Background: an optimization exercise with open tools, aiming at small area. Do not read the settings as production practice. Where RTL was checked, it was by simulation tests only, not by an equivalence proof against the original. Only the layout flow was run in run 5; the RTL was not checked for function there. Power is estimated from default activity; no workload was simulated.

==> flow/design.v <==
module reset_synch(rst_n, RST_n, clk);
   input RST_n, clk;  
   output reg rst_n; 
   reg q;
   always @(negedge clk, negedge RST_n)begin
          if(!RST_n)begin
            q<=0;
            rst_n<=0;
          end  
          else begin
            q<=1;
            rst_n<=q;
          end  
   end        
endmodule              
module pwm(PWM_sig, duty, cntr, rst_n, clk);
  output reg PWM_sig;
  input clk, rst_n;
  input [9:0] duty;
  input [9:0] cntr;
  always @(posedge clk, negedge rst_n)
    if (!rst_n) PWM_sig <= 1'b0;
    else if (cntr == duty) PWM_sig <= 1'b0;
    else if (&cntr) PWM_sig <= 1'b1;
endmodule
module pwm_cntr(cntr, rst_n, clk);
  output reg [9:0] cntr;
  input clk, rst_n;
  always @(posedge clk, negedge rst_n)
    if (!rst_n) cntr <= 10'h3ff;
    else cntr <= cntr + 1'b1;
endmodule
module motor_cntrl(clk, rst_n, rht, lft, pwm_cnt, fwd_rht, fwd_lft, rev_rht, rev_lft);
input clk, rst_n;
input [10:0] rht, lft;
output [9:0] pwm_cnt;
output logic fwd_rht, fwd_lft, rev_rht, rev_lft;
logic [9:0] in_right, in_left;
logic out_right, out_left;
pwm_cntr iCNT(.cntr(pwm_cnt), .rst_n(rst_n), .clk(clk));
pwm left_pwm(.PWM_sig(out_right), .duty(in_right), .cntr(pwm_cnt), .rst_n(rst_n), .clk(clk));
pwm right_pwm(.PWM_sig(out_left), .duty(in_left), .cntr(pwm_cnt), .rst_n(rst_n), .clk(clk));
assign in_right = (rht[10]) ? ((~rht[9:0])+1'b1) : rht[9:0];
assign in_left  = (lft[10]) ? ((~lft[9:0])+1'b1) : lft[9:0];
wire lz = ~|lft;
wire rz = ~|rht;
assign fwd_lft = lz | (~lft[10] & out_left);
assign rev_lft = lz | ( lft[10] & out_left);
assign fwd_rht = rz | (~rht[10] & out_right);
assign rev_rht = rz | ( rht[10] & out_right);
endmodule
module barcode(ID_vld, ID, BC, clr_ID_vld, clk, rst_n);
input logic BC, clr_ID_vld, clk, rst_n;
output logic [7:0] ID;
output logic ID_vld;
localparam IDLE = 3'd0, GTI = 3'd1, WS = 3'd2, SMPL = 3'd3, WH = 3'd4;
logic [2:0] state;
logic BC_filtered, BC_FF0, BC_FF1, BC_FF2, BC_FF3;
logic [21:0] timing_cnt, smpl_cnt;
logic [3:0] bit_cnt;
always @(posedge clk, negedge rst_n)
	if (!rst_n) {BC_FF0, BC_FF1, BC_FF2, BC_FF3} <= 4'hf;
	else {BC_FF0, BC_FF1, BC_FF2, BC_FF3} <= {BC, BC_FF0, BC_FF1, BC_FF2};
always @(posedge clk, negedge rst_n)
	if (!rst_n)
		BC_filtered <= 1'b1;
	else if (BC_FF1 & BC_FF2 & BC_FF3)
		BC_filtered <= 1'b1;
	else if (~(BC_FF1 | BC_FF2 | BC_FF3))
		BC_filtered <= 1'b0;
wire s_idle = (state == IDLE);
wire s_gti  = (state == GTI);
wire s_ws   = (state == WS);
wire s_smpl = (state == SMPL);
wire s_wh   = state[2];
wire match = (smpl_cnt == timing_cnt);
wire shift = s_smpl & match;
wire tmo   = &smpl_cnt;
always @(posedge clk)
	if (s_idle) timing_cnt <= 22'h0;
	else if (s_gti & ~BC_filtered) timing_cnt <= timing_cnt + 1'b1;
always @(posedge clk)
	if (s_idle | s_gti | (s_ws & ~BC_filtered)) smpl_cnt <= 22'h0;
	else smpl_cnt <= smpl_cnt + 1'b1;
always @(posedge clk)
	if (s_idle | s_gti) bit_cnt <= 4'h0;
	else if (shift) bit_cnt <= bit_cnt + 1'b1;
always @(posedge clk, negedge rst_n)
	if (!rst_n)
		state <= IDLE;
	else case (state)
		IDLE: if (~BC_filtered) state <= GTI;
		GTI:  if (BC_filtered) state <= WS;
		WS:   if (bit_cnt[3] | tmo) state <= IDLE;
		      else if (~BC_filtered) state <= SMPL;
		SMPL: if (match) state <= WH;
		default: if (BC_filtered) state <= WS;
	endcase
always @(posedge clk, negedge rst_n)
	if (!rst_n)
		ID <= 8'hFF;
	else if (clr_ID_vld)
		ID <= 8'hFF;
	else if (shift)
		ID <= {ID[6:0], BC_filtered};
always @(posedge clk, negedge rst_n)
	if (!rst_n)
		ID_vld <= 1'b0;
	else if (clr_ID_vld)
		ID_vld <= 1'b0;
	else if (~|ID[7:6])
		ID_vld <= 1'b1;
endmodule
module uart_rcv(rx_rdy, rx_data, clk, rst_n, RX);
	output reg [7:0] rx_data;
	output reg rx_rdy;
	input clk, rst_n, RX;
	reg rx_nr, rx_rd;
	reg [11:0] baud_cnt;
	reg [3:0] bit_cnt;
	reg [1:0] state;		 
	wire idle  = ~state[0] & ~state[1];
	wire first = state[0];
	wire rest  = state[1];
	wire half = &{baud_cnt[10], baud_cnt[8], baud_cnt[4], baud_cnt[2], baud_cnt[1]};	 
	wire full = &{baud_cnt[11], baud_cnt[9], baud_cnt[5], baud_cnt[3], baud_cnt[2]};	 
	wire done = bit_cnt[3] & bit_cnt[1];	 
	wire shift = (first & half) | (rest & ~done & full);
	always @(posedge clk, negedge rst_n)
		if (!rst_n) begin
			rx_nr <= 1'b1;
			rx_rd <= 1'b1;
		end else begin
			rx_nr <= RX;
			rx_rd <= rx_nr;
		end
	always @(posedge clk)
		if (idle) bit_cnt <= 4'h0;
		else if (shift) bit_cnt <= bit_cnt + 1'b1;
	always @(posedge clk)
		if (idle | shift) baud_cnt <= 12'h000;
		else baud_cnt <= baud_cnt + 1'b1;
	always @(posedge clk)
		if (shift & ~(bit_cnt[3] & bit_cnt[0]))
			rx_data <= {rx_rd, rx_data[7:1]};
	always @(posedge clk, negedge rst_n)
		if (!rst_n) state <= 2'b00;
		else if (idle) state <= {1'b0, ~rx_rd};
		else if (first) state <= {half, ~half};
		else state <= {~done, 1'b0};
	always @(posedge clk, negedge rst_n)
		if (!rst_n) rx_rdy <= 1'b0;
		else rx_rdy <= rest & done;
endmodule
module A2D_intf(cnv_cmplt, res, a2d_SS_n, SCLK, MOSI, clk, rst_n, strt_cnv, chnnl, MISO);
output logic cnv_cmplt, a2d_SS_n, SCLK, MOSI;
output logic [11:0] res;
input logic clk, rst_n, strt_cnv, MISO;
input logic [2:0] chnnl;
logic [10:0] cnt;
logic [15:0] shft_reg;
wire idle = cnt[10] & cnt[9];
wire last = cnt[10] & ~cnt[9];
wire fin  = last & cnt[1] & cnt[0];
wire start = idle & strt_cnv;
wire shift = (cnt[4:0] == 5'd30);
assign a2d_SS_n = idle ? ~strt_cnv : fin;
assign SCLK = cnt[4];
assign MOSI = shft_reg[15];
assign res = ~shft_reg[11:0];
always @(posedge clk, negedge rst_n)
	if (!rst_n)
		cnt <= 11'h7ff;
	else if (a2d_SS_n)
		cnt <= 11'h7ff;
	else
		cnt <= cnt + 1'b1;
always @(posedge clk, negedge rst_n)
	if (!rst_n)
		shft_reg <= 16'h0000;
	else if (start)
		shft_reg <= {2'b00, chnnl, 11'h000};
	else if (shift)
		shft_reg <= {shft_reg[14:0], MISO};
always @(posedge clk, negedge rst_n)
	if (!rst_n)
		cnv_cmplt <= 1'b0;
	else if (strt_cnv)
		cnv_cmplt <= 1'b0;
	else if (fin)
		cnv_cmplt <= 1'b1;
endmodule
module alu(sum, sat, pi, a, b, sub, error, intgrl);
  output [15:0] sum;		 
  output [11:0] sat;		 
  output [15:0] pi;		 
  input [15:0] a, b;
  input sub;
  input [11:0] error, intgrl;
  assign sum = a + (b ^ {16{sub}}) + sub;
  assign sat = (~sum[15] & |sum[14:11]) ? 12'h7ff :
               ( sum[15] & ~&sum[14:11]) ? 12'h800 : sum[11:0];
  wire [20:0] e = {{9{error[11]}}, error};
  wire [20:0] p447 = (e << 9) - (e << 6) - e;
  wire [14:0] i = {{3{intgrl[11]}}, intgrl};
  wire [14:0] i7 = (i << 3) - i;
  assign pi = {{2{p447[20]}}, p447[20:7]} + {{6{i7[14]}}, i7[14:5]};
endmodule
module motion(addr, strt_cnv, lft, rht, IR_out_en, IR_mid_en, IR_in_en, res, cnv_cmplt, go, pwm_cnt, clk, rst_n);
output reg [10:0] lft, rht;
output [2:0] addr;
output strt_cnv, IR_out_en, IR_mid_en, IR_in_en;
input [11:0] res;
input [9:0] pwm_cnt;
input cnv_cmplt, go, clk, rst_n;
localparam IDLE = 3'd0, TW = 3'd1, CW = 3'd2, CI = 3'd3, CALC = 3'd4;
reg [2:0] state;
reg [12:0] tmr;
reg [2:0] chnnl;
reg [1:0] itg_cnt;
reg [10:0] Fwd;
reg [15:0] Accum;
reg [11:0] Error, Intgrl;
wire s_idle = (state == IDLE);
wire s_tw   = (state == TW);
wire s_cw   = (state == CW);
wire s_ci   = (state == CI);
wire s_calc = state[2];
wire ch5 = chnnl[2] & chnnl[0];
wire cnv_done = s_cw & cnv_cmplt;
wire itg = s_ci & (&itg_cnt);
assign strt_cnv = s_tw & (chnnl[0] ? tmr[5] : tmr[12]);
wire [15:0] sum, pi;
wire [11:0] sat;
wire selA_acc = s_cw | (s_calc & tmr[0]);
wire selA_fwd = s_calc & ~tmr[0];
wire [15:0] opA = ({16{selA_acc}} & Accum) |
                  ({16{s_ci}} & {{4{Intgrl[11]}}, Intgrl}) |
                  ({16{selA_fwd}} & {5'b0, Fwd});
wire [13:0] res_sc = chnnl[2] ? {res, 2'b00} : chnnl[1] ? {1'b0, res, 1'b0} : {2'b00, res};
wire [15:0] opB = ({16{s_cw}} & {2'b00, res_sc}) |
                  ({16{s_ci}} & {{8{Error[11]}}, Error[11:4]}) |
                  ({16{selA_fwd}} & pi);
wire sub = (s_cw & chnnl[0]) | (s_calc & ~tmr[1] & ~tmr[0]);
alu iALU(.sum(sum), .sat(sat), .pi(pi), .a(opA), .b(opB), .sub(sub), .error(Error), .intgrl(Intgrl));
wire PWM_sig = ~pwm_cnt[7] | (~|pwm_cnt[6:4] & ~(pwm_cnt[3] & pwm_cnt[2] & (pwm_cnt[1] | pwm_cnt[0])));
always @(posedge clk, negedge rst_n)
	if (!rst_n)
		state <= IDLE;
	else case (state)
		IDLE: if (go) state <= TW;
		TW:   if (strt_cnv) state <= CW;
		CW:   if (cnv_cmplt) state <= ch5 ? CI : TW;
		CI:   state <= CALC;
		default: if (&tmr[2:0]) state <= IDLE;
	endcase
always @(posedge clk)
	if (s_idle | s_ci | (cnv_done & ~chnnl[0]))
		tmr <= 13'h0;
	else
		tmr <= tmr + 1'b1;
always @(posedge clk, negedge rst_n)
	if (!rst_n)
		chnnl <= 3'h0;
	else if (s_idle & go)
		chnnl <= 3'h0;
	else if (cnv_done & ~ch5)
		chnnl <= chnnl + 1'b1;
always @(posedge clk, negedge rst_n)
	if (!rst_n)
		itg_cnt <= 2'b00;
	else if (s_calc & (&tmr[2:0]))
		itg_cnt <= itg_cnt + 1'b1;
always @(posedge clk)
	if (~go)
		Fwd <= 11'h000;
	else if (itg & ~&Fwd[10:8])
		Fwd <= Fwd + 1'b1;
always @(posedge clk)
	if (s_idle | cnv_done | selA_fwd)
		Accum <= sum;
always @(posedge clk)
	if (cnv_done & ch5)
		Error <= sat;
always @(posedge clk, negedge rst_n)
	if (!rst_n)
		Intgrl <= 12'h000;
	else if (itg)
		Intgrl <= sat;
always @(posedge clk, negedge rst_n)
	if (!rst_n)
		rht <= 11'h000;
	else if (!go)
		rht <= 11'h000;
	else if (s_calc & tmr[2] & ~tmr[1] & tmr[0])
		rht <= sat[11:1];
always @(posedge clk, negedge rst_n)
	if (!rst_n)
		lft <= 11'h000;
	else if (!go)
		lft <= 11'h000;
	else if (s_calc & (&tmr[2:0]))
		lft <= sat[11:1];
assign addr = (chnnl == 3'b000) ? 3'b001:
              (chnnl == 3'b001) ? 3'b000:
              (chnnl == 3'b010) ? 3'b100:
              (chnnl == 3'b011) ? 3'b010:
              (chnnl == 3'b100) ? 3'b011:
              3'b111;
wire IR_en = (s_idle & go) | s_tw | (s_cw & ~(chnnl[0] & cnv_cmplt));
assign IR_in_en  = IR_en & ~chnnl[2] & ~chnnl[1] & PWM_sig;
assign IR_mid_en = IR_en & ~chnnl[2] &  chnnl[1] & PWM_sig;
assign IR_out_en = IR_en &  chnnl[2] & PWM_sig;
endmodule
module cmd_intf(buzz, buzz_n, go, in_transit, clr_ID_vld, ID, ID_vld, cmd_rdy, OK2Move, cmd, clk, rst_n);
output logic go, in_transit, clr_ID_vld, buzz, buzz_n;
input [7:0] cmd, ID;
input ID_vld, cmd_rdy, OK2Move, clk, rst_n;
logic [12:0] count;
logic [5:0] dest_ID;
wire buzz_en = in_transit & ~OK2Move;
wire c6250 = &{count[12], count[11], count[6], count[5], count[3], count[1]};
wire c6249 = &{count[12], count[11], count[6], count[5], count[3], count[0]};
always @(posedge clk, negedge rst_n)
	if (!rst_n)
		count <= 13'h0000;
	else if (buzz_en)
		count <= c6250 ? 13'h0000 : count + 1'b1;
always @(posedge clk, negedge rst_n)
	if (!rst_n)
		buzz <= 1'b0;
	else
		buzz <= buzz_en & (buzz ^ c6249);
assign buzz_n = ~buzz;
wire go_cmd   = cmd_rdy & ~cmd[7] &  cmd[6];
wire stop_cmd = cmd_rdy & ~cmd[7] & ~cmd[6];
wire at_dest  = ID_vld & (ID[5:0] == dest_ID);
always @(posedge clk, negedge rst_n)
	if (!rst_n)
		in_transit <= 1'b0;
	else
		in_transit <= go_cmd | (in_transit & ~stop_cmd & ~at_dest);
always @(posedge clk)
	if (go_cmd)
		dest_ID <= cmd[5:0];
assign clr_ID_vld = in_transit & ID_vld & (~cmd_rdy | cmd[7]);
assign go = in_transit & OK2Move;
endmodule
module dig_core(clk,rst_n,cmd_rdy,cmd,lft,rht,buzz,buzz_n,
                in_transit,OK2Move,ID,clr_ID_vld,ID_vld,cnv_cmplt,strt_cnv,
                chnnl,A2D_res,IR_in_en,IR_mid_en,go,IR_out_en,led,pwm_cnt);
  input clk,rst_n;
  input cmd_rdy;
  input [7:0] cmd;
  input OK2Move;
  input [7:0] ID;
  input ID_vld;
  input cnv_cmplt;
  input [11:0] A2D_res;
  input [9:0] pwm_cnt;
  output [10:0] lft,rht;
  output buzz,buzz_n;
  output in_transit;
  output clr_ID_vld;
  output strt_cnv;
  output [2:0] chnnl;
  output IR_in_en,IR_mid_en,IR_out_en;
  output [7:0] led;
  output go;
  assign led = 8'h00;
  cmd_intf cmd_cntrl(.buzz(buzz), .buzz_n(buzz_n), .go(go), .in_transit(in_transit),
                     .clr_ID_vld(clr_ID_vld), .ID(ID), .ID_vld(ID_vld), .cmd_rdy(cmd_rdy),
                     .OK2Move(OK2Move), .cmd(cmd), .clk(clk), .rst_n(rst_n));
  motion motion_cntrl(.addr(chnnl), .strt_cnv(strt_cnv), .lft(lft), .rht(rht),
                      .IR_out_en(IR_out_en), .IR_mid_en(IR_mid_en), .IR_in_en(IR_in_en),
                      .res(A2D_res), .cnv_cmplt(cnv_cmplt), .go(go), .pwm_cnt(pwm_cnt),
                      .clk(clk), .rst_n(rst_n));
endmodule
module Follower(clk,RST_n,led,a2d_SS_n,SCLK,MISO,MOSI,rev_rht,
                rev_lft,fwd_rht,fwd_lft,IR_in_en,IR_mid_en,IR_out_en,
				in_transit,OK2Move,buzz,buzz_n,BC,RX);
  input clk,RST_n;			 
  input MISO;				 
  input BC;					 
  input OK2Move;			 
  input RX;					 
  output [7:0] led;				 
  output a2d_SS_n,SCLK,MOSI;	 
  output rev_rht,fwd_rht;		 
  output rev_lft,fwd_lft;		 
  output IR_in_en,IR_mid_en,IR_out_en;	 
  output buzz,buzz_n;			 
  output in_transit;			 
  wire [10:0] lft, rht;
  wire [7:0] cmd;
  wire [7:0] ID;
  wire [11:0] A2D_res;
  wire [2:0] chnnl;
  wire [9:0] pwm_cnt;
  wire cmd_rdy, ID_vld, clr_ID_vld;
  wire cnv_cmplt, strt_cnv, go;
  wire rst_n;
  reset_synch iRST(.clk(clk), .RST_n(RST_n), .rst_n(rst_n));
  dig_core iCORE(.clk(clk),.rst_n(rst_n),.cmd_rdy(cmd_rdy),.cmd(cmd),.led(led),
                 .lft(lft),.rht(rht),.buzz(buzz),.buzz_n(buzz_n),.in_transit(in_transit),
                 .OK2Move(OK2Move),.ID(ID),.clr_ID_vld(clr_ID_vld),.ID_vld(ID_vld),
                 .strt_cnv(strt_cnv),.cnv_cmplt(cnv_cmplt),.chnnl(chnnl),.A2D_res(A2D_res),
                 .go(go),.pwm_cnt(pwm_cnt),
                 .IR_in_en(IR_in_en),.IR_mid_en(IR_mid_en),.IR_out_en(IR_out_en));
  uart_rcv iCMD(.clk(clk),.rst_n(rst_n),.RX(RX),.rx_rdy(cmd_rdy),.rx_data(cmd));
  motor_cntrl iMTR(.clk(clk), .rst_n(rst_n), .lft(lft), .rht(rht), .pwm_cnt(pwm_cnt),
                   .fwd_lft(fwd_lft), .rev_lft(rev_lft), .fwd_rht(fwd_rht), .rev_rht(rev_rht));
  barcode iBC(.clk(clk),.rst_n(rst_n),.BC(BC),.ID_vld(ID_vld),.clr_ID_vld(clr_ID_vld),
              .ID(ID));
  A2D_intf iA2D(.clk(clk),.rst_n(rst_n),.strt_cnv(strt_cnv),.cnv_cmplt(cnv_cmplt),.chnnl(chnnl),
                .res(A2D_res),.a2d_SS_n(a2d_SS_n),.SCLK(SCLK),.MOSI(MOSI),.MISO(MISO));
endmodule
==> flow/run.sh <==
#!/bin/bash
# synth_recipe.tcl (not shown) runs the flow's synth.tcl, then flattens the netlist and writes it again
# the make line also repeats each setting of config.mk as NAME=value (left out here)
make -C /OpenROAD-flow-scripts/flow DESIGN_CONFIG=/design/flow/config.mk WORK_HOME=/design/flow/orfs CLKGATE_MAP_FILE= SYNTH_SCRIPT=/design/flow/synth_recipe.tcl finish
==> flow/config.mk <==
export PLATFORM = sky130hd
export DESIGN_NAME = Follower
export DESIGN_NICKNAME = Follower
export VERILOG_FILES = /design/flow/design.v
export SDC_FILE = /design/flow/constraint.sdc
export NUM_CORES = 4
export LEC_CHECK = 0
export ABC_AREA = 1
export CAP_MARGIN = 20
export CORE_MARGIN = 2
export CORE_UTILIZATION = 40
export SLEW_MARGIN = 20
==> flow/constraint.sdc <==
create_clock -name core_clock -period 20.0 [get_ports {clk}]
set_input_delay 4.0000 -clock core_clock [delete_from_list [all_inputs] [get_ports {clk}]]
set_output_delay 4.0000 -clock core_clock [all_outputs]
set_load 0.01 [all_outputs]
==> results of run 1 <==
## kinds of logic after synthesis
kind of cell,after synthesis,share of synthesized area (%)
AO/OA/AOI/OAI,370,13.5
other,2,0.0484
buffers and inverters,350,8.88
XOR/XNOR,96,5.42
flip-flops,251,39.3
AND/OR/NAND/NOR,850,24.9
adder cells (fa/ha/maj),93,7.98
## cell usage after synthesis (3+ instances only)
library cell | n | share of area (%)
buf_4 | 8 | 0.39
a21oi_1 | 144 | 4.6
nand3_2 | 5 | 0.32
nor3b_1 | 13 | 0.63
dfrtp_1 | 83 | 13
buf_2 | 6 | 0.19
ha_1 | 83 | 6.7
o22ai_1 | 8 | 0.32
dfstp_2 | 36 | 6.1
clkbuf_1 | 26 | 0.63
a21o_1 | 3 | 0.15
nor2_1 | 166 | 4.0
nor3_1 | 72 | 2.3
o21ai_1 | 8 | 0.26
nand2_2 | 9 | 0.36
a31oi_1 | 17 | 0.69
edfxtp_1 | 42 | 8.1
o211ai_1 | 21 | 1.0
a22oi_1 | 4 | 0.19
nand2_4 | 22 | 1.6
inv_2 | 9 | 0.22
o21bai_1 | 5 | 0.24
dfxtp_1 | 88 | 11
xnor2_1 | 27 | 1.5
or2_2 | 5 | 0.20
nand2_1 | 392 | 9.5
nand3_1 | 112 | 3.6
fa_1 | 10 | 1.3
xor2_1 | 69 | 3.9
nand4_1 | 23 | 0.93
o21ai_0 | 122 | 3.9
a211oi_1 | 3 | 0.15
nand3b_1 | 3 | 0.15
inv_1 | 294 | 7.1
nor4_1 | 21 | 0.85
o221ai_1 | 12 | 0.68
o21a_1 | 9 | 0.44
clkinv_1 | 3 | 0.073
## cell type report
| type | instances | area (um^2) |
|---|---|---|
| repair buffers | 24 | 225 |
| inverters | 306 | 1150 |
| clock inverters | 11 | 148 |
| multi-input cells | 1418 | 8070 |
| clock buffers | 41 | 841 |
| well taps | 518 | 648 |
| fillers | 3830 | 21300 |
| flip-flops and latches | 251 | 6100 |
## final timing paths
check                           start  slack, ns                       endpoint
setup / recovery                RST_n       6.35                     iRST.rst_n
hold / removal                 iRST.q       0.30                     iRST.rst_n
setup reg to reg           iRST.rst_n       7.85  iCORE.motion_cntrl.Intgrl[11]
hold reg to reg                iRST.q       0.30                     iRST.rst_n
max in group core_clock       OK2Move      10.17                      IR_mid_en
min in group asynchronous  iRST.rst_n      10.30      iCORE.motion_cntrl.lft[9]
## per-layer routing
| metal | share of wire [%] | track usage [%] | vias up |
|---|---|---|---|
| met2 | 46 | 29.6 | 193 |
| met5 | 0 | 0 | - |
| li1 | - | - | 6685 |
| met4 | 2.1 | 4.81 | 0 |
| met1 | 48 | 25.0 | 6036 |
| met3 | 4.0 | 2.01 | 51 |
## stage by stage
step	utilization, %	power, W	cells
2_1_floorplan	-	0.000658	2019
3_3_place_gp	42.1	0.000687	2517
3_5_place_dp	42.1	0.000690	2517
4_1_cts	44.7	0.00124	2569
5_1_grt	44.7	0.00128	2569
6_report	44.7	0.00122	2569
## power by group
part	total [W]	switching [W]	leakage, nW	internal (W)
Clock	0.000545	0.000215	0.487	0.000330
Sequential	0.000561	0.0000175	2.62	0.000544
Combinational	0.000118	0.0000787	4.70	0.0000391
Total	0.00122	0.000311	7.80	0.000913
==> run_results.csv, run 1 <==
group,metric,value,unit
timing,hold_viol_final,0,
critical_path,crit_family,"buffers and inverters",
detailed_routing,drt_iter0_drc,811,
critical_path,worstPathCellList,"clkdlybuf4s50_1",
detailed_routing,routed_wl,36.1,mm
critical_path,cp.required,10.84,ns
clock_tree,hold_buffers,0,
clock_tree,cts.repair.resized,0,
global_route,grt_pass1_vias,12300,
timing,holdWs,0.301,ns
layout,top_regs,"iBC.smpl_cnt (22), iBC.timing_cnt (22)",
global_route,grt_max_degree,69,
layout,layout_common_cells,"nand2_1, inv_1, nor2_1",
worst_hold_path,min_path_cells,0,
clock_tree,cts_buffer_depth,3,
clock_tree,cts-root-buf,"clkbuf_16",
critical_path,start_kind,"input port",
timing,setup_tns,0,ns
timing,skew,0.0168,ns
timing,rsz0062_at_grt,"no",
clock_tree,clk_pin_slew_worst_paths,0.04,ns
detailed_routing,drt_first_pass_iters,5,
synthesis,synthFlopType,"dfxtp_1",
layout,diodes,0,
synthesis,synth_edf_count,42,
place,place.gp.congestion,0.892,
detailed_routing,route.detailed.wl_per_inst,14.0,um
pwr,p_leak,7.80,nW
clock_tree,clkSinkCount,251,
detailed_routing,route.detailed.drc,0,
die,dieHeight,201,um
global_route,grt_usage,17.9,%
synthesis,synth_cell_types,60,
clock_tree,cts_buffers,28,
critical_path,worstPathArrival,4.49,ns
place,dp_slack,5.78,ns
layout,final_common_cell,"nand2_1",
critical_path,path_max_fanout,2,
die,floorplan.initialDensity,40.4,%
clock_tree,htree_levels,1,
place,place_hpwl,26.9,mm
detailed_routing,vias_per_cell,5.05,
layout,drive_gt1_share,7.17,%
worst_hold_path,hold_class,"reg -> reg",
synthesis,ys_ff_latch,251,
clock_tree,clock_latency,0.56,ns
global_route,antenna_found_initial,0,
critical_path,critical-path-max-stage-delay,0.49,ns
layout,area_delta_synth_final,10.7,%
die,dieArea,0.0404,mm^2
clock_tree,cts_setup_buffers,0,
synthesis,async_flop_share,48.2,%
layout,final_nets,2128,
pwr,irDropWorstVdd,0.0763,mV
layout,fin_area,0.0172,mm^2
synthesis,syn-cell-area,0.0155,mm^2
detailed_routing,ant_nets,0,
clock_tree,cts_tree,"built",
critical_path,ff2ff_path_depth,2,
place,placement.cell_area,0.0162,mm^2
global_route,grt_pass1_wl,60.5,mm
synthesis,avgSynthCellArea,7.71,um^2
critical_path,worst-path-stages,1,
die,rows,72,
synthesis,yosysWarnings,8,
die,die_width,201,um
critical_path,critPathBufInv,1,
timing,fin_ws,6.35,ns
timing,final_max_slew_viol_count,0,
detailed_routing,vias,13000,
place,portBuffers,18,
critical_path,end_kind,"async pin",
global_route,grt-ovfl-total,0,
die,io-pin-count,27,
critical_path,crit_type,"in -> async",
timing,setup_violations,0,
timing,tightest_slew,0.909,ns
synthesis,synth_cells,2012,
pwr,cellPowerDensity,71.2,mW/mm^2
timing,relSlewSlack,39.4,%
flow_run,maxCapViolCount,0,
critical_path,slowest_stage,"clkdlybuf4s50_1",
die,core,0.0385,mm^2
status,status,"timing/DRC/antenna clean",
synthesis,synth-seq-area-share,39.3,%
==> inputs of run 2 (changes only) <==
--- a/flow/config.mk
+++ b/flow/config.mk
@@ -5,7 +5,6 @@
 export SDC_FILE = /design/flow/constraint.sdc
 export NUM_CORES = 4
 export LEC_CHECK = 0
-export ABC_AREA = 1
 export CAP_MARGIN = 20
 export CORE_MARGIN = 2
 export CORE_UTILIZATION = 40
==> run_results.csv, run 2 <==
group,metric,value,unit
status,status,"timing/DRC/antenna clean",
global_route,met2_usage,28.5,%
synthesis,syn-cell-area,0.0149,mm^2
synthesis,ys_top_cells_by_area,"dfrtp_1, dfxtp_1, edfxtp_1",
clock_tree,clkSinkCount,251,
layout,top_regs,"iBC.smpl_cnt (22), iBC.timing_cnt (22)",
synthesis,synthFlopType,"dfxtp_1",
critical_path,crit_family,"buffers and inverters",
synthesis,synthMostInstantiatedCell,"nand2_1",
layout,area_delta_synth_final,9.66,%
critical_path,worstPathArrival,4.49,ns
layout,fin_cells,2109,
die,dieHeight,197,um
clock_tree,cts_buffer_depth,3,
synthesis,async_flop_share,48.2,%
synthesis,synth_cells,1621,
critical_path,slowest_stage,"clkdlybuf4s50_1",
die,floorplan.initialDensity,40.6,%
place,place.gp.congestion,0.853,
clock_tree,cts_tree,"built",
timing,relSlewSlack,30.3,%
clock_tree,htree_levels,1,
place,placed_cells,2059,
global_route,grt_pass1_wl,55.2,mm
die,io-pin-count,27,
global_route,grt_max_degree,61,
clock_tree,clk_pin_slew_worst_paths,0.04,ns
place,placement.cell_area,0.0155,mm^2
timing,hold_viol_final,0,
timing,rsz0062_at_grt,"no",
pwr,p_switching,0.000289,W
layout,n_fill_cell,3485,
pwr,cellPowerDensity,70.3,mW/mm^2
timing,setup_tns,0,ns
layout,fin_area,0.0164,mm^2
global_route,gr-max-usage-layer,"met2",
clock_tree,cts.repair.resized,0,
detailed_routing,vias,11300,
critical_path,start_kind,"input port",
detailed_routing,drt_first_pass_iters,7,
clock_tree,cts_buffers,27,
layout,final_common_cell,"nand2_1",
critical_path,worstPathCellList,"clkdlybuf4s50_1",
clock_tree,cts-root-buf,"clkbuf_16",
synthesis,avgSynthCellArea,9.20,um^2
critical_path,crit_type,"in -> async",
detailed_routing,drt_iter0_drc,672,
pwr,pwr-share-seq,49.6,%
synthesis,synth_cell_types,82,
die,core,0.0367,mm^2
worst_hold_path,hold_end,"iRST.rst_n",
global_route,use_met3,2.08,%
critical_path,cp.required,10.84,ns
worst_hold_path,hp-start,"iRST.q",
clock_tree,cts_setup_buffers,0,
pwr,p_int,0.000860,W
detailed_routing,routed_wl,33.3,mm
synthesis,synth_top_area_cell,"dfrtp_1",
synthesis,synth_edf_count,42,
pwr,p_sw_share,25.1,%
clock_tree,clock_latency,0.54,ns
layout,layout_common_cells,"nand2_1, nor2_1, xor2_1",
worst_hold_path,min_path_cells,0,
critical_path,critPathBufInv,1,
pwr,clkPwrFrac,41.7,%
critical_path,ff2ff_path_depth,1,
synthesis,synth-seq-area-share,40.9,%
die,dieArea,0.0388,mm^2
worst_hold_path,hold_class,"reg -> reg",
critical_path,timing.rr.end,"iCORE.motion_cntrl.chnnl[2]",
place,place_hpwl,23.9,mm
synthesis,ys_ff_latch,251,
place,portBuffers,18,
global_route,grt_pass1_vias,10800,
flow_run,maxCapViolCount,0,
pwr,irDropWorstVdd,0.0802,mV
critical_path,rr_startpoint,"iRST.rst_n",
layout,diodes,0,
layout,drive_gt1_share,7.13,%
synthesis,yosysWarnings,8,
detailed_routing,route.detailed.wl_per_inst,15.8,um
critical_path,critical-path-max-stage-delay,0.49,ns
critical_path,ff2ff_setup_slack,8.97,ns
clock_tree,hold_buffers,0,
timing,setup_violations,0,
die,die_width,197,um
pwr,p_leak,7.20,nW
global_route,met1_usage,24.3,%
pwr,pwr-share-comb,8.8,%
global_route,grt_usage,17.3,%
timing,final_max_slew_viol_count,0,
timing,tightest_slew,1.04,ns
global_route,antenna_found_initial,0,
detailed_routing,vias_per_cell,5.34,
die,rows,70,
synthesis,synth_common_cells,"nand2_1, nor2_1, xor2_1",
critical_path,path_max_fanout,2,
critical_path,end_kind,"async pin",
global_route,grt-ovfl-total,0,
detailed_routing,ant_nets,0,
layout,final_nets,1719,
synthesis,yosys.area.top_type_share,13.9,%
timing,skew,0.0142,ns
detailed_routing,route.detailed.drc,0,
## run 2: cells by family (layout without fill, tap and decap cells)
kind of cell,Yosys count,after routing,share of synthesized area (%)
AND/OR/NAND/NOR,570,570,18.0
AO/OA/AOI/OAI,311,311,13.5
flip-flops,251,251,40.9
XOR/XNOR,212,212,12.6
buffers and inverters,144,157,4.03
adder cells (fa/ha/maj),93,93,8.31
multiplexers,38,38,2.69
other,2,9,0.0504
## run 2: area by class of cell
| type | count | area, um^2 | share of cell area, % |
|---|---|---|---|
| multi-input combinational | 1233 | 8260 | 50.5 |
| tap | 468 | 586 | 3.58 |
| inverter | 77 | 289 | 1.77 |
| timing repair buffer | 30 | 270 | 1.65 |
| clock buffer | 40 | 796 | 4.87 |
| clock inverter | 10 | 56.3 | 0.344 |
| sequential | 251 | 6100 | 37.3 |
## run 2: metal layers
| layer | up-vias | wire length (um) |
|---|---|---|
| li1 | 5619 | - |
| met1 | 5390 | 16000 |
| met2 | 205 | 15300 |
| met3 | 41 | 1490 |
| met4 | 0 | 576 |
| met5 | - | 0 |
## run 2: through the flow
stage	setup WS, ns	power, W	utilization [%]	hold slack, ns
6_report	6.35	0.00115	44.6	0.309
5_1_grt	6.33	0.00120	44.6	0.309
4_1_cts	6.36	0.00117	44.6	0.308
3_5_place_dp	5.78	0.000681	42.2	0.308
2_1_floorplan	6.30	0.000655	-	0.292
3_3_place_gp	5.79	0.000679	42.2	0.304
## run 2: worst max-delay path by stage
| stage | from | end | slack, ns | cells after the start |
|---|---|---|---|---|
| finish | RST_n | iRST.rst_n | 6.35 | 1 |
| global route | RST_n | iRST.q | 6.33 | 1 |
| CTS | RST_n | iRST.rst_n | 6.36 | 1 |
| detailed placement | RST_n | iRST.rst_n | 5.78 | 1 |
| global placement | RST_n | iRST.q | 5.79 | 1 |
| floorplan | RST_n | iRST.q | 6.30 | 0 |
## run 2: power groups by stage
stage | registers [W] | logic [W] | clock network (W)
global route | 0.000573 | 0.000116 | 0.000512
CTS | 0.000570 | 0.000103 | 0.000493
detailed placement | 0.000579 | 0.000102 | 0
floorplan | 0.000571 | 0.0000838 | 0
global placement | 0.000579 | 0.000101 | 0
finish | 0.000569 | 0.000101 | 0.000479
==> inputs of run 3 (changes only) <==
--- a/flow/design.v
+++ b/flow/design.v
@@ -73,15 +73,16 @@
 wire s_ws   = (state == WS);
 wire s_smpl = (state == SMPL);
 wire s_wh   = state[2];
+wire smpl_z = ~|smpl_cnt[20:0];
+wire [21:0] smpl_nxt = {smpl_cnt[20:0], smpl_cnt[21] ^ smpl_cnt[20] ^ smpl_z};
 wire match = (smpl_cnt == timing_cnt);
 wire shift = s_smpl & match;
-wire tmo   = &smpl_cnt;
+wire tmo   = smpl_cnt[21] & smpl_z;
 always @(posedge clk)
-	if (s_idle) timing_cnt <= 22'h0;
-	else if (s_gti & ~BC_filtered) timing_cnt <= timing_cnt + 1'b1;
+	if (s_gti & BC_filtered) timing_cnt <= smpl_cnt;
 always @(posedge clk)
-	if (s_idle | s_gti | (s_ws & ~BC_filtered)) smpl_cnt <= 22'h0;
-	else smpl_cnt <= smpl_cnt + 1'b1;
+	if (s_idle | (s_gti & BC_filtered) | (s_ws & ~BC_filtered)) smpl_cnt <= 22'h0;
+	else smpl_cnt <= smpl_nxt;
 always @(posedge clk)
 	if (s_idle | s_gti) bit_cnt <= 4'h0;
 	else if (shift) bit_cnt <= bit_cnt + 1'b1;
@@ -177,34 +178,35 @@
 		cnt <= cnt + 1'b1;
 always @(posedge clk, negedge rst_n)
 	if (!rst_n)
-		shft_reg <= 16'h0000;
+		shft_reg[15] <= 1'b0;
 	else if (start)
-		shft_reg <= {2'b00, chnnl, 11'h000};
+		shft_reg[15] <= 1'b0;
 	else if (shift)
-		shft_reg <= {shft_reg[14:0], MISO};
-always @(posedge clk, negedge rst_n)
-	if (!rst_n)
-		cnv_cmplt <= 1'b0;
-	else if (strt_cnv)
+		shft_reg[15] <= shft_reg[14];
+always @(posedge clk)
+	if (start)
+		shft_reg[14:0] <= {1'b0, chnnl, 11'h000};
+	else if (shift)
+		shft_reg[14:0] <= {shft_reg[13:0], MISO};
+always @(posedge clk)
+	if (strt_cnv)
 		cnv_cmplt <= 1'b0;
 	else if (fin)
 		cnv_cmplt <= 1'b1;
 endmodule
-module alu(sum, sat, pi, a, b, sub, error, intgrl);
+module alu(sum, sat, ic, a, b, inv, cin, intgrl);
   output [15:0] sum;		 
   output [11:0] sat;		 
-  output [15:0] pi;		 
+  output [9:0] ic;
   input [15:0] a, b;
-  input sub;
-  input [11:0] error, intgrl;
-  assign sum = a + (b ^ {16{sub}}) + sub;
+  input inv, cin;
+  input [11:0] intgrl;
+  assign sum = a + (b ^ {16{inv}}) + cin;
   assign sat = (~sum[15] & |sum[14:11]) ? 12'h7ff :
                ( sum[15] & ~&sum[14:11]) ? 12'h800 : sum[11:0];
-  wire [20:0] e = {{9{error[11]}}, error};
-  wire [20:0] p447 = (e << 9) - (e << 6) - e;
   wire [14:0] i = {{3{intgrl[11]}}, intgrl};
   wire [14:0] i7 = (i << 3) - i;
-  assign pi = {{2{p447[20]}}, p447[20:7]} + {{6{i7[14]}}, i7[14:5]};
+  assign ic = i7[14:5];
 endmodule
 module motion(addr, strt_cnv, lft, rht, IR_out_en, IR_mid_en, IR_in_en, res, cnv_cmplt, go, pwm_cnt, clk, rst_n);
 output reg [10:0] lft, rht;
@@ -220,7 +222,8 @@
 reg [1:0] itg_cnt;
 reg [10:0] Fwd;
 reg [15:0] Accum;
-reg [11:0] Error, Intgrl;
+reg [11:0] Intgrl;
+reg [13:0] Error;
 wire s_idle = (state == IDLE);
 wire s_tw   = (state == TW);
 wire s_cw   = (state == CW);
@@ -230,19 +233,28 @@
 wire cnv_done = s_cw & cnv_cmplt;
 wire itg = s_ci & (&itg_cnt);
 assign strt_cnv = s_tw & (chnnl[0] ? tmr[5] : tmr[12]);
-wire [15:0] sum, pi;
+wire [15:0] sum;
 wire [11:0] sat;
-wire selA_acc = s_cw | (s_calc & tmr[0]);
-wire selA_fwd = s_calc & ~tmr[0];
-wire [15:0] opA = ({16{selA_acc}} & Accum) |
+wire [9:0] ic;
+wire t0 = s_calc & (tmr[2:0] == 3'd0);
+wire t1 = s_calc & (tmr[2:0] == 3'd1);
+wire tF = s_calc & tmr[2] & ~tmr[0];	 
+wire tR = s_calc & tmr[2] &  tmr[0];	 
+wire [11:0] E = Error[11:0];
+wire [15:0] opA = ({16{s_cw | t1 | tR}} & Accum) |
                   ({16{s_ci}} & {{4{Intgrl[11]}}, Intgrl}) |
-                  ({16{selA_fwd}} & {5'b0, Fwd});
+                  ({16{tF}} & {5'b0, Fwd}) |
+                  ({16{t0}} & {{1{E[11]}}, E, 3'b000});
 wire [13:0] res_sc = chnnl[2] ? {res, 2'b00} : chnnl[1] ? {1'b0, res, 1'b0} : {2'b00, res};
 wire [15:0] opB = ({16{s_cw}} & {2'b00, res_sc}) |
-                  ({16{s_ci}} & {{8{Error[11]}}, Error[11:4]}) |
-                  ({16{selA_fwd}} & pi);
-wire sub = (s_cw & chnnl[0]) | (s_calc & ~tmr[1] & ~tmr[0]);
-alu iALU(.sum(sum), .sat(sat), .pi(pi), .a(opA), .b(opB), .sub(sub), .error(Error), .intgrl(Intgrl));
+                  ({16{s_ci}} & {{8{E[11]}}, E[11:4]}) |
+                  ({16{t0}} & {{4{E[11]}}, E}) |
+                  ({16{t1}} & {{10{E[11]}}, E[11:6]}) |
+                  ({16{tF}} & {{2{Error[13]}}, Error}) |
+                  ({16{tR}} & {{6{ic[9]}}, ic});
+wire inv = (s_cw & chnnl[0]) | t0 | t1 | (s_calc & tmr[2] & ~tmr[1]);
+wire cin = (s_cw & chnnl[0]) | t0 | (t1 & ~|E[5:0]) | (s_calc & tmr[2] & ~tmr[1]);
+alu iALU(.sum(sum), .sat(sat), .ic(ic), .a(opA), .b(opB), .inv(inv), .cin(cin), .intgrl(Intgrl));
 wire PWM_sig = ~pwm_cnt[7] | (~|pwm_cnt[6:4] & ~(pwm_cnt[3] & pwm_cnt[2] & (pwm_cnt[1] | pwm_cnt[0])));
 always @(posedge clk, negedge rst_n)
 	if (!rst_n)
@@ -277,11 +289,13 @@
 	else if (itg & ~&Fwd[10:8])
 		Fwd <= Fwd + 1'b1;
 always @(posedge clk)
-	if (s_idle | cnv_done | selA_fwd)
+	if (s_idle | cnv_done | t0 | tF)
 		Accum <= sum;
 always @(posedge clk)
 	if (cnv_done & ch5)
-		Error <= sat;
+		Error <= {{2{sat[11]}}, sat};
+	else if (t1)
+		Error <= sum[14:1];
 always @(posedge clk, negedge rst_n)
 	if (!rst_n)
 		Intgrl <= 12'h000;
@@ -292,14 +306,14 @@
 		rht <= 11'h000;
 	else if (!go)
 		rht <= 11'h000;
-	else if (s_calc & tmr[2] & ~tmr[1] & tmr[0])
+	else if (tR & ~tmr[1])
 		rht <= sat[11:1];
 always @(posedge clk, negedge rst_n)
 	if (!rst_n)
 		lft <= 11'h000;
 	else if (!go)
 		lft <= 11'h000;
-	else if (s_calc & (&tmr[2:0]))
+	else if (tR & tmr[1])
 		lft <= sat[11:1];
 assign addr = (chnnl == 3'b000) ? 3'b001:
               (chnnl == 3'b001) ? 3'b000:
--- a/flow/config.mk
+++ b/flow/config.mk
@@ -7,5 +7,5 @@
 export LEC_CHECK = 0
 export CAP_MARGIN = 20
 export CORE_MARGIN = 2
-export CORE_UTILIZATION = 40
+export CORE_UTILIZATION = 65
 export SLEW_MARGIN = 20
==> run_results.csv, run 3 <==
group,metric,value,unit
detailed_routing,vias_per_cell,5.97,
critical_path,end_kind,"async pin",
synthesis,ys_top_cells_by_area,"edfxtp_1, dfrtp_1, dfxtp_1",
die,floorplan.initialDensity,66.0,%
timing,rsz0062_at_grt,"no",
layout,diodes,0,
worst_hold_path,hp-start,"iRST.q",
place,place.gp.congestion,0.952,
critical_path,worst-path-stages,1,
timing,setup_tns,0,ns
clock_tree,hold_buffers,0,
critical_path,slowest_stage,"clkdlybuf4s50_1",
clock_tree,htree_levels,1,
timing,tightest_slew,1.03,ns
synthesis,yosys.area.top_type_share,15.6,%
clock_tree,cts_buffer_depth,3,
synthesis,synth_common_cells,"nand2_1, nor2_1, a21oi_1",
clock_tree,clock_latency,0.54,ns
synthesis,synth_top_family_by_area,"simple AND/OR/NAND/NOR gates",
critical_path,path_max_fanout,2,
timing,relSlewSlack,31.3,%
global_route,grt_pass1_wl,47.9,mm
synthesis,synthAdderAreaFrac,4.62,%
place,place_hpwl,20.2,mm
synthesis,ys_ff_latch,253,
critical_path,crit_family,"buffers and inverters",
detailed_routing,vias,9822,
worst_hold_path,min_path_cells,0,
layout,seqCellArea,0.00633,mm^2
synthesis,synth-seq-area-share,47.5,%
synthesis,synth-simple-area-share,16.9,%
layout,multiInputGateArea,0.00657,mm^2
synthesis,synth_xor_area_share,9.86,%
synthesis,avgSynthCellArea,9.82,um^2
die,dieArea,0.0217,mm^2
worst_hold_path,hold_class,"reg -> reg",
detailed_routing,route.detailed.drc,0,
synthesis,yosysWarnings,8,
pwr,cellPowerDensity,78.8,mW/mm^2
synthesis,synth_cell_types,85,
critical_path,critPathBufInv,1,
status,status,"timing/DRC/antenna clean",
die,rows,52,
timing,final_max_slew_viol_count,0,
pwr,p_leak,6.23,nW
die,die_width,147,um
place,placed_cells,1593,
place,portBuffers,18,
clock_tree,cts.repair.resized,0,
global_route,grt-ovfl-total,0,
pwr,irDropWorstVdd,0.0939,mV
clock_tree,cts-root-buf,"clkbuf_16",
critical_path,rr_startpoint,"iRST.rst_n",
detailed_routing,drt_iter0_drc,884,
global_route,grt_pass1_vias,9522,
clock_tree,cts_setup_buffers,0,
timing,skew,0.0157,ns
synthesis,syn-cell-area,0.0133,mm^2
layout,layout_common_cells,"nand2_1, nor2_1, a21oi_1",
clock_tree,clkSinkCount,253,
layout,top_regs,"iBC.smpl_cnt (22), iBC.timing_cnt (22)",
synthesis,synth_edf_count,69,
synthesis,synthMostInstantiatedCell,"nand2_1",
critical_path,ff2ff_path_depth,2,
global_route,grt_max_degree,54,
detailed_routing,drt_first_pass_iters,8,
critical_path,start_kind,"input port",
global_route,antenna_found_initial,0,
detailed_routing,route.detailed.wl_per_inst,17.4,um
die,core,0.0202,mm^2
layout,area_delta_synth_final,9.39,%
critical_path,crit_type,"in -> async",
clock_tree,cts_tree,"built",
flow_run,maxCapViolCount,0,
synthesis,synthMuxAreaShare,2.71,%
critical_path,critPathLaunch,"RST_n",
synthesis,synth_cells,1357,
critical_path,worstPathCellList,"clkdlybuf4s50_1",
layout,final_nets,1407,
layout,n_fill_cell,1509,
synthesis,synth-compound-area-share,14.9,%
clock_tree,cts_buffers,28,
critical_path,cp.required,10.83,ns
global_route,grt_usage,26.8,%
critical_path,timing.rr.end,"iBC.state[2]",
critical_path,critical-path-max-stage-delay,0.49,ns
worst_hold_path,hold_end,"iRST.rst_n",
synthesis,async_flop_share,41.5,%
layout,fin_cells,1645,
die,dieHeight,147,um
detailed_routing,ant_nets,0,
layout,drive_gt1_share,8.58,%
layout,final_common_cell,"nand2_1",
critical_path,ff2ff_setup_slack,8.13,ns
synthesis,synthFlopType,"dfxtp_1",
timing,setup_violations,0,
synthesis,synth_top_area_cell,"edfxtp_1",
timing,hold_viol_final,0,
critical_path,worstPathArrival,4.49,ns
detailed_routing,routed_wl,28.6,mm
clock_tree,clk_pin_slew_worst_paths,0.04,ns
die,io-pin-count,27,
==> run 3: power breakdown <==
part / internal (W) / switching (W)
sequential: 0.000552 / 0.0000158
combinational: 0.0000226 / 0.0000352
clock: 0.000311 / 0.000211
==> run 3: cells by family (layout without fill, tap and decap cells) <==
logic type / count (synthesis) / in the layout
AND/OR/NAND/NOR: 475 / 475
AO/OA/AOI/OAI: 291 / 291
flip-flops: 253 / 253
XOR/XNOR: 147 / 147
buffers and inverters: 106 / 117
adder cells (fa/ha/maj): 48 / 48
multiplexers: 35 / 35
other: 2 / 9
==> run 3: per-layer routing <==
| layer | track usage [%] | part of all wire (%) | vias to the layer above | routed length (um) |
|---|---|---|---|---|
| li1 | - | - | 4811 | - |
| met1 | 38.8 | 45 | 4661 | 13000 |
| met2 | 42.0 | 45 | 305 | 12800 |
| met3 | 5.09 | 7.7 | 45 | 2200 |
| met4 | 6.68 | 2.1 | 0 | 601 |
| met5 | 0 | 0 | - | 0 |
==> run 3: how the worst max path moves through the flow <==
stage                      end
global route            iRST.q
finish                  iRST.q
detailed placement  iRST.rst_n
global placement        iRST.q
floorplan               iRST.q
CTS                     iRST.q
==> run 3: final cells by class <==
class / count / share of cell area, %
Clock buffer: 39 / 5.81
Clock inverter: 13 / 0.756
Inverter: 40 / 1.03
Multi-Input combinational cell: 1005 / 45.1
Sequential cell: 253 / 43.4
Tap cell: 270 / 2.32
Timing Repair Buffer: 25 / 1.60
==> run 3: through the flow <==
step / hold slack, ns / total power [W] / cell area [um^2] / utilization [%] / setup WS, ns
6_report: 0.310 / 0.00115 / 14600 / 72.2 / 6.34
3_5_place_dp: 0.301 / 0.000637 / 13600 / 67.5 / 5.79
4_1_cts: 0.314 / 0.00116 / 14600 / 72.2 / 6.35
3_3_place_gp: 0.304 / 0.000635 / 13600 / 67.5 / 5.79
2_1_floorplan: 0.292 / 0.000621 / 13300 / - / 6.30
5_1_grt: 0.321 / 0.00119 / 14600 / 72.2 / 6.33
==> run 3: worst register-to-register path: cells and delay by family, from the launching register on <==
family	cells	cell delay (ns)
flops	1	0.77
buf+inv	2	1.14
==> inputs of run 4 (changes only) <==
--- a/flow/config.mk
+++ b/flow/config.mk
@@ -7,5 +7,5 @@
 export LEC_CHECK = 0
 export CAP_MARGIN = 20
 export CORE_MARGIN = 2
-export CORE_UTILIZATION = 65
+export CORE_UTILIZATION = 40
 export SLEW_MARGIN = 20
==> run_results.csv, run 4 <==
group,metric,value,unit
synthesis,synthFlopType,"dfxtp_1",
place,place.gp.congestion,0.904,
pwr,p_leak,6.18,nW
worst_hold_path,hp-start,"iRST.q",
clock_tree,cts_tree,"built",
clock_tree,clk_pin_slew_worst_paths,0.04,ns
die,floorplan.initialDensity,40.7,%
layout,final_util,44.9,%
global_route,grt_pass1_vias,9412,
pwr,cellPowerDensity,74.6,mW/mm^2
timing,rsz0062_at_grt,"no",
die,io-pin-count,27,
global_route,grt_usage,16.8,%
synthesis,synth-compound-area-share,14.9,%
synthesis,synthMostInstantiatedCell,"nand2_1",
synthesis,ys_ff_latch,253,
detailed_routing,drt_first_pass_iters,7,
worst_hold_path,min_path_cells,0,
die,dieArea,0.0348,mm^2
place,placement.cell_area,0.0139,mm^2
detailed_routing,vias,9776,
detailed_routing,vias_per_cell,5.38,
place,dp_slack,5.78,ns
critical_path,start_kind,"input port",
synthesis,synth_edf_count,69,
global_route,grt_pass1_wl,49.2,mm
layout,fin_cells,1818,
detailed_routing,routed_wl,29.4,mm
timing,tightest_slew,0.991,ns
layout,diodes,0,
timing,relSlewSlack,33.1,%
synthesis,syn-cell-area,0.0133,mm^2
layout,layout_common_cells,"nand2_1, nor2_1, a21oi_1",
synthesis,synth_cell_types,85,
clock_tree,cts_setup_buffers,0,
timing,setup_tns,0,ns
layout,top_regs,"iBC.smpl_cnt (22), iBC.timing_cnt (22)",
layout,fin_area,0.0147,mm^2
global_route,use_met3,2.16,%
layout,area_delta_synth_final,10.3,%
critical_path,worstPathArrival,4.49,ns
clock_tree,cts.repair.resized,0,
timing,setup_violations,0,
global_route,gr-max-usage-layer,"met2",
timing,fin_ws,6.34,ns
layout,n_fill_cell,3164,
synthesis,synth_top_family_by_area,"simple AND/OR/NAND/NOR gates",
clock_tree,htree_levels,1,
detailed_routing,route.detailed.wl_per_inst,16.2,um
global_route,grt_max_degree,64,
critical_path,worstPathCellList,"clkdlybuf4s50_1",
clock_tree,cts_buffers,27,
place,place_hpwl,20.7,mm
critical_path,timing.rr.end,"iCORE.cmd_cntrl.count[1]",
clock_tree,cts-root-buf,"clkbuf_16",
global_route,grt-ovfl-total,0,
layout,drive_gt1_share,8.65,%
clock_tree,cts_buffer_depth,3,
synthesis,synth_top_area_cell,"edfxtp_1",
critical_path,slowest_stage,"clkdlybuf4s50_1",
synthesis,avgSynthCellArea,9.82,um^2
synthesis,async_flop_share,41.5,%
worst_hold_path,hold_class,"reg -> reg",
die,rows,66,
timing,skew,0.0152,ns
synthesis,synth_xor_area_share,9.86,%
timing,final_max_slew_viol_count,0,
timing,hold_viol_final,0,
clock_tree,clock_latency,0.54,ns
global_route,met2_usage,25.7,%
critical_path,ff2ff_path_depth,2,
detailed_routing,route.detailed.drc,0,
die,dieHeight,186,um
critical_path,crit_family,"buffers and inverters",
flow_run,maxCapViolCount,0,
detailed_routing,ant_nets,0,
critical_path,path_max_fanout,2,
die,core,0.0327,mm^2
layout,final_common_cell,"nand2_1",
worst_hold_path,hold_end,"iRST.rst_n",
critical_path,critical-path-max-stage-delay,0.49,ns
clock_tree,clkSinkCount,253,
global_route,met1_usage,25.0,%
synthesis,synth-simple-area-share,16.9,%
layout,seqCellArea,0.00633,mm^2
synthesis,synthMuxAreaShare,2.71,%
synthesis,synth_common_cells,"nand2_1, nor2_1, a21oi_1",
layout,multiInputGateArea,0.00657,mm^2
critical_path,ff2ff_setup_slack,8.00,ns
status,status,"timing/DRC/antenna clean",
global_route,antenna_found_initial,0,
place,portBuffers,18,
synthesis,synth_cells,1357,
critical_path,crit_type,"in -> async",
layout,final_nets,1409,
synthesis,yosys.area.top_type_share,15.6,%
critical_path,cp.required,10.83,ns
synthesis,synthAdderAreaFrac,4.62,%
detailed_routing,drt_iter0_drc,837,
die,die_width,186,um
critical_path,critPathBufInv,1,
pwr,irDropWorstVdd,0.0807,mV
synthesis,yosysWarnings,8,
synthesis,ys_top_cells_by_area,"edfxtp_1, dfrtp_1, dfxtp_1",
clock_tree,hold_buffers,0,
critical_path,end_kind,"async pin",
critical_path,rr_startpoint,"iRST.rst_n",
synthesis,synth-seq-area-share,47.5,%
place,placed_cells,1768,
==> run 4: changes by cell type in the layout (fill, tap and decap cells not counted), moves of 2 or more <==
cell        previous run  this run
clkinvlp_4             1         3
buf_4                  7        10
clkinv_1               3         5
clkbuf_16             32        27
==> run 4: power by group <==
group	total [W]	switching [W]	internal, W
combinational	0.0000586	0.0000358	0.0000227
sequential	0.000568	0.0000161	0.000552
clock	0.000469	0.000207	0.000262
total	0.00110	0.000259	0.000837
==> run 4: through the flow <==
step	total power [W]	hold slack [ns]
floorplan	0.000621	0.292
global placement	0.000637	0.301
detailed placement	0.000639	0.299
CTS	0.00111	0.307
global route	0.00115	0.319
finish	0.00110	0.305
==> run 4: worst max path at each step <==
stage	start	to	slack, ns	depth (start not counted)
2_1_floorplan	RST_n	iRST.q	6.30	0
6_report	RST_n	iRST.q	6.34	1
3_3_place_gp	RST_n	iRST.q	5.79	1
4_1_cts	RST_n	iRST.q	6.35	1
5_1_grt	RST_n	iRST.q	6.33	1
3_5_place_dp	RST_n	iRST.rst_n	5.78	1
==> run 4: area by class of cell <==
cell class / instances / share of cell area (%)
timing repair buffer: 28 / 1.74
multi-input combinational: 1005 / 44.7
inverter: 40 / 1.02
sequential: 253 / 43.1
clock buffer: 35 / 5.03
clock inverter: 15 / 0.656
tap: 442 / 3.77
==> run 4: kinds of logic after synthesis <==
logic type               count (synthesis)
AO/OA/AOI/OAI                          291
XOR/XNOR                               147
adder cells (fa/ha/maj)                 48
buffers and inverters                  106
flip-flops                             253
multiplexers                            35
other                                    2
AND/OR/NAND/NOR                        475
==> run 4: routing by layer <==
| layer | wire [um] | vias to the layer above |
|---|---|---|
| met5 | 0 | - |
| met4 | 624 | 0 |
| met3 | 1200 | 39 |
| met2 | 13000 | 198 |
| met1 | 14600 | 4736 |
| li1 | - | 4803 |
==> inputs of run 5 (changes only) <==
--- a/flow/design.v
+++ b/flow/design.v
@@ -40,8 +40,8 @@
 pwm_cntr iCNT(.cntr(pwm_cnt), .rst_n(rst_n), .clk(clk));
 pwm left_pwm(.PWM_sig(out_right), .duty(in_right), .cntr(pwm_cnt), .rst_n(rst_n), .clk(clk));
 pwm right_pwm(.PWM_sig(out_left), .duty(in_left), .cntr(pwm_cnt), .rst_n(rst_n), .clk(clk));
-assign in_right = (rht[10]) ? ((~rht[9:0])+1'b1) : rht[9:0];
-assign in_left  = (lft[10]) ? ((~lft[9:0])+1'b1) : lft[9:0];
+assign in_right = rht[9:0];
+assign in_left  = lft[9:0];
 wire lz = ~|lft;
 wire rz = ~|rht;
 assign fwd_lft = lz | (~lft[10] & out_left);
@@ -123,8 +123,9 @@
 	wire idle  = ~state[0] & ~state[1];
 	wire first = state[0];
 	wire rest  = state[1];
-	wire half = &{baud_cnt[10], baud_cnt[8], baud_cnt[4], baud_cnt[2], baud_cnt[1]};	 
-	wire full = &{baud_cnt[11], baud_cnt[9], baud_cnt[5], baud_cnt[3], baud_cnt[2]};	 
+	wire [11:0] baud_nxt = {baud_cnt[10:0], ~(baud_cnt[11] ^ baud_cnt[7] ^ baud_cnt[1] ^ baud_cnt[0])};
+	wire half = ((baud_cnt & 12'h7bf) == 12'h7ad);
+	wire full = ((baud_cnt & 12'hff7) == 12'h586);
 	wire done = bit_cnt[3] & bit_cnt[1];	 
 	wire shift = (first & half) | (rest & ~done & full);
 	always @(posedge clk, negedge rst_n)
@@ -140,7 +141,7 @@
 		else if (shift) bit_cnt <= bit_cnt + 1'b1;
 	always @(posedge clk)
 		if (idle | shift) baud_cnt <= 12'h000;
-		else baud_cnt <= baud_cnt + 1'b1;
+		else baud_cnt <= baud_nxt;
 	always @(posedge clk)
 		if (shift & ~(bit_cnt[3] & bit_cnt[0]))
 			rx_data <= {rx_rd, rx_data[7:1]};
@@ -232,14 +233,20 @@
 wire ch5 = chnnl[2] & chnnl[0];
 wire cnv_done = s_cw & cnv_cmplt;
 wire itg = s_ci & (&itg_cnt);
-assign strt_cnv = s_tw & (chnnl[0] ? tmr[5] : tmr[12]);
+wire [12:0] tmr_nxt = {tmr[11:0], ~(tmr[12] ^ tmr[10] ^ tmr[8] ^ tmr[7])};
+wire tmr32   = ((tmr & 13'h285) == 13'h081);
+wire tmr4096 = ((tmr & 13'hdff) == 13'h05a);
+wire [7:0] tk = {tmr[6] & ~tmr[7], tmr[5] & ~tmr[6], tmr[4] & ~tmr[5], tmr[3] & ~tmr[4],
+                 tmr[2] & ~tmr[3], tmr[1] & ~tmr[2], tmr[0] & ~tmr[1], ~tmr[0]};
+assign strt_cnv = s_tw & (chnnl[0] ? tmr32 : tmr4096);
 wire [15:0] sum;
 wire [11:0] sat;
 wire [9:0] ic;
-wire t0 = s_calc & (tmr[2:0] == 3'd0);
-wire t1 = s_calc & (tmr[2:0] == 3'd1);
-wire tF = s_calc & tmr[2] & ~tmr[0];	 
-wire tR = s_calc & tmr[2] &  tmr[0];	 
+wire t0 = s_calc & tk[0];
+wire t1 = s_calc & tk[1];
+wire tF = s_calc & (tk[4] | tk[6]);	 
+wire tR = s_calc & (tk[5] | tk[7]);	 
+wire t45 = s_calc & tmr[3] & ~tmr[5];	 
 wire [11:0] E = Error[11:0];
 wire [15:0] opA = ({16{s_cw | t1 | tR}} & Accum) |
                   ({16{s_ci}} & {{4{Intgrl[11]}}, Intgrl}) |
@@ -252,8 +259,8 @@
                   ({16{t1}} & {{10{E[11]}}, E[11:6]}) |
                   ({16{tF}} & {{2{Error[13]}}, Error}) |
                   ({16{tR}} & {{6{ic[9]}}, ic});
-wire inv = (s_cw & chnnl[0]) | t0 | t1 | (s_calc & tmr[2] & ~tmr[1]);
-wire cin = (s_cw & chnnl[0]) | t0 | (t1 & ~|E[5:0]) | (s_calc & tmr[2] & ~tmr[1]);
+wire inv = (s_cw & chnnl[0]) | t0 | t1 | t45;
+wire cin = (s_cw & chnnl[0]) | t0 | (t1 & ~|E[5:0]) | t45;
 alu iALU(.sum(sum), .sat(sat), .ic(ic), .a(opA), .b(opB), .inv(inv), .cin(cin), .intgrl(Intgrl));
 wire PWM_sig = ~pwm_cnt[7] | (~|pwm_cnt[6:4] & ~(pwm_cnt[3] & pwm_cnt[2] & (pwm_cnt[1] | pwm_cnt[0])));
 always @(posedge clk, negedge rst_n)
@@ -264,13 +271,13 @@
 		TW:   if (strt_cnv) state <= CW;
 		CW:   if (cnv_cmplt) state <= ch5 ? CI : TW;
 		CI:   state <= CALC;
-		default: if (&tmr[2:0]) state <= IDLE;
+		default: if (tk[7]) state <= IDLE;
 	endcase
 always @(posedge clk)
 	if (s_idle | s_ci | (cnv_done & ~chnnl[0]))
 		tmr <= 13'h0;
 	else
-		tmr <= tmr + 1'b1;
+		tmr <= tmr_nxt;
 always @(posedge clk, negedge rst_n)
 	if (!rst_n)
 		chnnl <= 3'h0;
@@ -281,7 +288,7 @@
 always @(posedge clk, negedge rst_n)
 	if (!rst_n)
 		itg_cnt <= 2'b00;
-	else if (s_calc & (&tmr[2:0]))
+	else if (s_calc & tk[7])
 		itg_cnt <= itg_cnt + 1'b1;
 always @(posedge clk)
 	if (~go)
@@ -301,20 +308,22 @@
 		Intgrl <= 12'h000;
 	else if (itg)
 		Intgrl <= sat;
+wire [10:0] drv = sat[11:1];
+wire [10:0] drv_sm = {drv[10], (drv[9:0] ^ {10{drv[10]}}) + drv[10]};
 always @(posedge clk, negedge rst_n)
 	if (!rst_n)
 		rht <= 11'h000;
 	else if (!go)
 		rht <= 11'h000;
-	else if (tR & ~tmr[1])
-		rht <= sat[11:1];
+	else if (s_calc & tk[5])
+		rht <= drv_sm;
 always @(posedge clk, negedge rst_n)
 	if (!rst_n)
 		lft <= 11'h000;
 	else if (!go)
 		lft <= 11'h000;
-	else if (tR & tmr[1])
-		lft <= sat[11:1];
+	else if (s_calc & tk[7])
+		lft <= drv_sm;
 assign addr = (chnnl == 3'b000) ? 3'b001:
               (chnnl == 3'b001) ? 3'b000:
               (chnnl == 3'b010) ? 3'b100:
--- a/flow/config.mk
+++ b/flow/config.mk
@@ -8,4 +8,5 @@
 export CAP_MARGIN = 20
 export CORE_MARGIN = 2
 export CORE_UTILIZATION = 40
+export CTS_BUF_LIST = sky130_fd_sc_hd__clkbuf_4
 export SLEW_MARGIN = 20
==> run_results.csv, run 5 <==
group,metric,value,unit
worst_hold_path,min_path_cells,0,
die,rows,66,
pwr,p_int,0.000884,W
layout,layout_common_cells,"nand2_1, clkbuf_4, nor2_1",
die,dieHeight,185,um
layout,area_delta_synth_final,12.0,%
layout,multiInputGateArea,0.00640,mm^2
timing,setup_violations,0,
detailed_routing,route.detailed.drc,0,
layout,top_regs,"iBC.smpl_cnt (22), iBC.timing_cnt (22)",
synthesis,ys_top_cells_by_area,"edfxtp_1, dfrtp_1, dfxtp_1",
synthesis,synth_cells,1358,
detailed_routing,ant_nets,0,
synthesis,synth_common_cells,"nand2_1, nor2_1, o21ai_0",
critical_path,ff2ff_path_depth,2,
synthesis,synth_top_area_cell,"edfxtp_1",
status,status,"timing/DRC/antenna clean",
layout,n_fill_cell,3149,
critical_path,worstPathCellList,"clkdlybuf4s50_1",
clock_tree,clk_pin_slew_worst_paths,0.05,ns
worst_hold_path,hp-start,"iRST.q",
synthesis,async_flop_share,41.5,%
critical_path,worst-path-stages,1,
detailed_routing,vias_per_cell,5.29,
clock_tree,cts.repair.resized,0,
die,io-pin-count,27,
clock_tree,cts_setup_buffers,0,
pwr,irDropWorstVdd,0.0402,mV
critical_path,ff2ff_setup_slack,8.44,ns
detailed_routing,drt_iter0_drc,698,
pwr,p_sw_share,24.0,%
place,placement.cell_area,0.0137,mm^2
place,place_hpwl,20.8,mm
critical_path,crit_type,"in -> async",
flow_run,maxCapViolCount,0,
global_route,grt_usage,18.1,%
critical_path,worstPathArrival,4.49,ns
critical_path,end_kind,"async pin",
pwr,pwr-share-comb,6.2,%
die,die_width,185,um
synthesis,ys_ff_latch,253,
die,floorplan.initialDensity,40.5,%
clock_tree,clkSinkCount,253,
synthesis,yosysWarnings,8,
detailed_routing,drt_first_pass_iters,7,
global_route,antenna_found_initial,2,
timing,relSlewSlack,30.4,%
clock_tree,htree_levels,3,
place,place.gp.congestion,0.865,
critical_path,crit_family,"buffers and inverters",
critical_path,timing.rr.end,"iCORE.motion_cntrl.lft[10]",
timing,hold_viol_final,0,
critical_path,slowest_stage,"clkdlybuf4s50_1",
layout,final_common_cell,"nand2_1",
critical_path,path_max_fanout,2,
critical_path,rr_startpoint,"iRST.rst_n",
synthesis,synth_edf_count,69,
timing,skew,0.0891,ns
pwr,pwr-share-seq,50.2,%
die,dieArea,0.0343,mm^2
clock_tree,cts_buffers,72,
detailed_routing,route.detailed.wl_per_inst,15.7,um
synthesis,syn-cell-area,0.0131,mm^2
global_route,grt_pass1_vias,9811,
worst_hold_path,hold_end,"iRST.rst_n",
clock_tree,cts_buffer_depth,3,
global_route,grt_pass1_wl,49.7,mm
synthesis,synthFlopType,"dfxtp_1",
synthesis,synth_cell_types,88,
critical_path,critical-path-max-stage-delay,0.49,ns
pwr,clkPwrFrac,43.6,%
==> run 5: cell count changes in the layout (fill, tap and decap cells not counted), sizes merged, moves of 11 or more <==
cell	before	now
nand2	151	180
a211oi	9	20
o21ai	77	88
nor3	12	24
clkbuf	35	116
nor2	127	104
xor2	81	61
and2	8	22
a21oi	91	66
==> run 5: cell type report <==
cell class,instances,area share (%)
Clock inverter,15,0.842
Antenna cell,2,0.0340
Tap cell,442,3.76
Timing Repair Buffer,30,1.84
Clock buffer,116,5.92
Multi-Input combinational cell,1003,43.6
Inverter,40,1.03
Sequential cell,253,43.0
==> run 5: metrics by stage <==
stage | utilization, % | setup slack, ns | std cells | power (W) | hold slack (ns)
floorplan | - | 6.30 | 1365 | 0.000646 | 0.292
global placement | 42.2 | 5.78 | 1768 | 0.000664 | 0.306
detailed placement | 42.2 | 5.78 | 1768 | 0.000666 | 0.307
CTS | 45.3 | 6.48 | 1899 | 0.00118 | 0.307
global route | 45.3 | 6.48 | 1901 | 0.00122 | 0.327
finish | 45.3 | 6.44 | 1901 | 0.00116 | 0.304
==> run 5: routing by layer <==
metal,part of all wire [%],global-route usage (%),routed length [um],up-vias
met5,0,0,0,-
met4,2.7,7.08,809,0
met3,5.0,3.58,1490,65
met2,46,28.9,13900,243
met1,46,24.1,13700,4804
li1,-,-,-,4942
==> run 5: kinds of logic (layout without fill, tap and decap cells) <==
| logic type | after synthesis | in the layout | synth area share (%) |
|---|---|---|---|
| and+or+nand+nor | 505 | 505 | 18.6 |
| AOI/OAI and AO/OA | 287 | 287 | 14.5 |
| DFF | 253 | 253 | 48.2 |
| xor gates and xnor gates | 128 | 128 | 8.65 |
| buffers and inverters | 109 | 201 | 3.41 |
| adders and majority gates | 43 | 43 | 4.21 |
| muxes | 31 | 31 | 2.45 |
| other | 2 | 11 | 0.0572 |
==> run 5: worst max-delay path by stage <==
stage / to / start / slack, ns
2_1_floorplan: iRST.q / RST_n / 6.30
3_3_place_gp: iRST.q / RST_n / 5.78
3_5_place_dp: iRST.q / RST_n / 5.78
4_1_cts: iRST.rst_n / RST_n / 6.48
5_1_grt: iRST.rst_n / RST_n / 6.48
6_report: iRST.rst_n / RST_n / 6.44
==> run 5: power groups by stage <==
stage | Combinational, W | Clock [W] | Sequential [W]
final | 0.0000718 | 0.000507 | 0.000584
after global routing | 0.0000820 | 0.000555 | 0.000588
after CTS | 0.0000733 | 0.000524 | 0.000584
after detailed placement | 0.0000727 | 0 | 0.000593
after global placement | 0.0000708 | 0 | 0.000593
after floorplan | 0.0000561 | 0 | 0.000590
